Background: an optimization exercise with open tools, aiming at small area, a short achievable clock period and few clock cycles. Do not read the settings as production practice. Where RTL was checked, it was by simulation tests only, not by an equivalence proof against the original. Power figures rest on the tool's default switching activity, not on a simulated workload.

==> flow/design.v (excerpt) <==
module ariscv #(
   parameter NBW_ACLK      = 6,
   parameter NBW_INST      = 32,
   parameter NBW_REGISTER  = 32,
   parameter NBW_ADDR      = 5,
   parameter NBW_PC        = 32
)(
   input  logic                        clk,
   input  logic                        rst_async_n,
   input  logic [NBW_INST-1:0]         i_inst,
   output logic [NBW_PC-1:0]           o_pc,
   output logic [NBW_REGISTER-1:0]     o_writeData,
   output logic [NBW_REGISTER-1:0]     o_writeAddr,
   output logic                        o_memWrite,
   output logic [2:0]                  o_writeWidth,
   input  logic [NBW_REGISTER-1:0]     i_readData
);
clock: 11.0 ns
lec_check: 0
cap_margin: 35
core_margin: 2
core_utilization: 40
slew_margin: 35
standard.sh (not shown) runs the stock make flow with config.mk's settings and CLKGATE_MAP_FILE= SYNTH_SCRIPT=/design/flow/synth_recipe.tcl, a recipe that flattens the netlist after the stock synthesis.
==> flow/flow/run.sh <==
#!/bin/bash
# The standard layout (standard.sh: its synthesis and ORFS steps, its SDC),
# with these changes to how the layout is made:
#  - the resizer is asked for more setup slack than the 11 ns clock needs;
#  - no gate cloning in timing repair (clones added after the last design
#    repair could leave slew violations);
#  - CTS without dummy loads, and with smaller clock buffers;
#  - ports buffered with buf_2 instead of the default delay buffer.
# ORFS writes each step's log under orfs/logs/; make's output goes to flow.log.
set -o pipefail
bash standard.sh SETUP_SLACK_MARGIN=7 SKIP_GATE_CLONING=1 \
  "CTS_ARGS=-sink_clustering_enable -repair_clock_nets -dont_use_dummy_load -buf_list {sky130_fd_sc_hd__clkbuf_4 sky130_fd_sc_hd__clkbuf_8}" \
  "BUFFER_PORTS_ARGS=-buffer_cell sky130_fd_sc_hd__buf_2" \
  finish > flow.log 2>&1
Change:
--- a/flow/design.v
+++ b/flow/design.v
@@ -7,34 +7,34 @@
    input  logic         i_sel_sum,
    input  logic         i_sel_sh,
    input  logic         i_sel_xor,
    input  logic         i_sel_or,
    input  logic         i_sel_and,
    input  logic         i_sel_lt,
    input  logic         i_sel_ltu,
    input  logic         i_sel_b,
    output logic [31:0]  o_result,
    output logic [31:0]  o_sum,
    output logic         o_lt,
    output logic         o_ltu,
-   output logic         o_eq         
+   output logic         o_eq
 );
    logic [32:0] sum;
    logic [31:0] shin, shl, shr, x;
-   add_sk #(.W(32)) uu_add (.i_a(i_a), .i_b(i_b), .i_cin(i_sub), .o_sum(sum[31:0]), .o_cout(sum[32]));
+   add_sk #(.W(32)) uu_add (.i_a(i_a), .i_b(i_b ^ {32{i_sub}}), .i_cin(i_sub), .o_sum(sum[31:0]), .o_cout(sum[32]));
    assign o_sum = sum[31:0];
    assign o_ltu = ~sum[32];
-   assign o_lt  = (i_a[31] ^ ~i_b[31]) ? i_a[31] : sum[31];
+   assign o_lt  = (i_a[31] ^ i_b[31]) ? i_a[31] : sum[31];
    assign x     = i_a ^ i_b;
-   assign o_eq  = &x;
+   assign o_eq  = ~|x;
    always_comb begin
       for (int i = 0; i < 32; i++) shin[i] = i_left ? i_a[31-i] : i_a[i];
    end
    assign shr = 32'($signed({i_arith & i_a[31], shin}) >>> i_b[4:0]);
    always_comb begin
       for (int i = 0; i < 32; i++) shl[i] = shr[31-i];
    end
    assign o_result = ({32{i_sel_sum}} & sum[31:0])
                    | ({32{i_sel_sh & ~i_left}} & shr)
                    | ({32{i_sel_sh & i_left}}  & shl)
                    | ({32{i_sel_xor}} & x)
                    | ({32{i_sel_or}}  & (i_a | i_b))
@@ -217,25 +217,25 @@
    logic [2:0]    x_f3;
    logic          x_sub, x_arith, x_left;
    logic          x_sel_sum, x_sel_sh, x_sel_xor, x_sel_or, x_sel_and, x_sel_lt, x_sel_ltu, x_sel_b;
    logic          x_load, x_store, x_branch, x_jalr, x_link;
    logic          x_pred;
    logic [12:2]   x_alt;
    always_ff @(posedge clk or negedge rst_async_n) begin
       if (!rst_async_n) x_valid <= 1'b0;
       else              x_valid <= d_valid & ~x_redirect & ~d_replay;
    end
    always_ff @(posedge clk) begin
       x_a       <= fwd_a ? x_result : d_rd1;
-      x_b       <= {32{d_sub}} ^ (fwd_b ? x_result : (d_rd2 | ({32{d_useimm}} & d_imm)));
+      x_b       <= fwd_b ? x_result : (d_rd2 | ({32{d_useimm}} & d_imm));
       x_addr    <= d_addr;
       x_rd      <= d_rd;
       x_wen     <= d_wen;
       x_f3      <= d_f3;
       x_sub     <= d_sub;
       x_arith   <= d_ir[30];
       x_left    <= ~d_f3[2];
       x_sel_sum <= d_opx & (d_f3 == 3'd0);
       x_sel_sh  <= d_opx & (d_f3[1:0] == 2'b01);
       x_sel_xor <= d_opx & (d_f3 == 3'd4);
       x_sel_or  <= d_opx & (d_f3 == 3'd6);
       x_sel_and <= d_opx & (d_f3 == 3'd7);
What happened: Global-route usage grows by 0.29 points. Core utilization shrinks by 0.29 points. Final area barely changes. Count of clock-buffer cells in the layout grows by 2. Cell count shrinks by 0.32%. Power is about the same.
No functional check of the RTL was part of any run of this note.


ariscv, a different RTL version from the one above (not shown whole).
Size in the first run: ~4200 cells after synthesis, ~170 I/O pins, about 57000 um2 of cells after synthesis.
==> module rf_sel31, before the edit <==
module rf_sel31 (
   input  logic [31:1]  i_d,
   input  logic [31:1]  i_sel,
   output logic         o_y
);
   assign o_y = |(i_d & i_sel);
endmodule
==> module reg_file, before the edit <==
module reg_file (
   input  logic         clk,
   input  logic         i_wr_en,
   input  logic [4:0]   i_wr_addr,
   input  logic [31:0]  i_wr_dt,
   input  logic [31:1]  i_rd1_sel,
   input  logic [31:1]  i_rd2_sel,
   output logic [31:0]  o_rd_dt_1,
   output logic [31:0]  o_rd_dt_2
);
   logic [31:0] regs [1:31];
   always_ff @(posedge clk) begin
      if (i_wr_en) regs[i_wr_addr] <= i_wr_dt;
   end
   for (genvar b = 0; b < 32; b++) begin : g_bit
      logic [31:1] col;
      for (genvar i = 1; i < 32; i++) begin : g_reg
         assign col[i] = regs[i][b];
      end
      rf_sel31 uu_rd1 (.i_d(col), .i_sel(i_rd1_sel), .o_y(o_rd_dt_1[b]));
      rf_sel31 uu_rd2 (.i_d(col), .i_sel(i_rd2_sel), .o_y(o_rd_dt_2[b]));
   end
endmodule
==> flow/config.mk <==
export PLATFORM = sky130hd
export DESIGN_NAME = ariscv
export DESIGN_NICKNAME = ariscv
export VERILOG_FILES = /design/flow/design.v
export SDC_FILE = /design/flow/constraint.sdc
export NUM_CORES = 8
export LEC_CHECK = 0
export CAP_MARGIN = 35
export CORE_MARGIN = 2
export CORE_UTILIZATION = 40
export SLEW_MARGIN = 35
export SYNTH_HIERARCHICAL = 1
export SYNTH_MINIMUM_KEEP_SIZE = 0
==> flow/constraint.sdc <==
create_clock -name core_clock -period 11.0 [get_ports {clk}]
set_input_delay 2.2000 -clock core_clock [delete_from_list [all_inputs] [get_ports {clk}]]
set_output_delay 2.2000 -clock core_clock [all_outputs]
set_load 0.01 [all_outputs]
==> flow/flow/run.sh <==
#!/bin/bash
# The standard layout (standard.sh: its synthesis and ORFS steps, its SDC),
# with these changes to how the layout is made:
#  - the resizer is asked for more setup slack than the 11 ns clock needs;
#  - no gate cloning in timing repair (clones added after the last design
#    repair could leave slew violations);
#  - CTS without dummy loads, with larger sink clusters;
#  - ports buffered with buf_2 instead of the default delay buffer.
# ORFS writes each step's log under orfs/logs/; make's output goes to flow.log.
set -o pipefail
bash standard.sh SETUP_SLACK_MARGIN=7 SKIP_GATE_CLONING=1 \
  "CTS_ARGS=-sink_clustering_enable -repair_clock_nets -dont_use_dummy_load -sink_clustering_size 25 -sink_clustering_max_diameter 100 -buf_list {sky130_fd_sc_hd__clkbuf_8 sky130_fd_sc_hd__clkbuf_16}" \
  "BUFFER_PORTS_ARGS=-buffer_cell sky130_fd_sc_hd__buf_2" \
  finish > flow.log 2>&1
The starting point completed with no timing, DRC or antenna violations.
Edit:
--- a/flow/design.v
+++ b/flow/design.v
@@ -78,13 +78,6 @@
 );
    assign o_s = i_p ^ i_c;
 endmodule
-module rf_sel31 (
-   input  logic [31:1]  i_d,
-   input  logic [31:1]  i_sel,
-   output logic         o_y
-);
-   assign o_y = |(i_d & i_sel);
-endmodule
 module reg_file (
    input  logic         clk,
    input  logic         i_wr_en,
@@ -99,13 +92,13 @@
    always_ff @(posedge clk) begin
       if (i_wr_en) regs[i_wr_addr] <= i_wr_dt;
    end
-   for (genvar b = 0; b < 32; b++) begin : g_bit
-      logic [31:1] col;
-      for (genvar i = 1; i < 32; i++) begin : g_reg
-         assign col[i] = regs[i][b];
+   always_comb begin
+      o_rd_dt_1 = '0;
+      o_rd_dt_2 = '0;
+      for (int i = 1; i < 32; i++) begin
+         o_rd_dt_1 = o_rd_dt_1 | ({32{i_rd1_sel[i]}} & regs[i]);
+         o_rd_dt_2 = o_rd_dt_2 | ({32{i_rd2_sel[i]}} & regs[i]);
       end
-      rf_sel31 uu_rd1 (.i_d(col), .i_sel(i_rd1_sel), .o_y(o_rd_dt_1[b]));
-      rf_sel31 uu_rd2 (.i_d(col), .i_sel(i_rd2_sel), .o_y(o_rd_dt_2[b]));
    end
 endmodule
 module ariscv #(
=> Global-route usage went down by 1.2 points. Wire length went down by 2.0%. Synthesized cell count went up by 5.2%. Non-clock buffer count went down by 12. Final area is about the same. Total power is about the same. Die area went up by 1.6%.
Testbench counts after the change, summed over its fixed seeds: cycles 365,440.
For the first run of this note, only the layout was checked, not whether the RTL still works.

[what the ideal ports hide]
How much do the figures lean on ideal ports? The routed layouts below were timed once more, with nothing changed but the port constraints.
Step 1 assumes that a clkbuf_16 drives the clock port and a buf_2 every other input.
Step 2 moves the port delays by t, midway between the first and last clock arrival at a register: inputs arrive t later, outputs are due t later. That takes back most of the time a late clock gives input paths.
Three values: ideal, step 1, step 2; two values: the first two.
run | t, ns | slack for setup (ns) | worst data-port slew with drivers (ns)
the first run of note 1 | 0.974 | 6.944 / 6.944 / 6.323 | 0.09
the second run of note 1 | 0.969 | 6.182 / 6.182 / 6.062 | 0.08
the first run of note 2 | 0.756 | 6.955 / 6.955 / 6.446 | 0.11
the second run of note 2 | 0.757 | 7.015 / 6.995 / 6.320 | 0.12
After both steps every run listed still meets setup and hold. The setup slack of the second run of note 2, which loses most, moves by -0.020 ns with the drivers and by -0.695 ns with both steps.
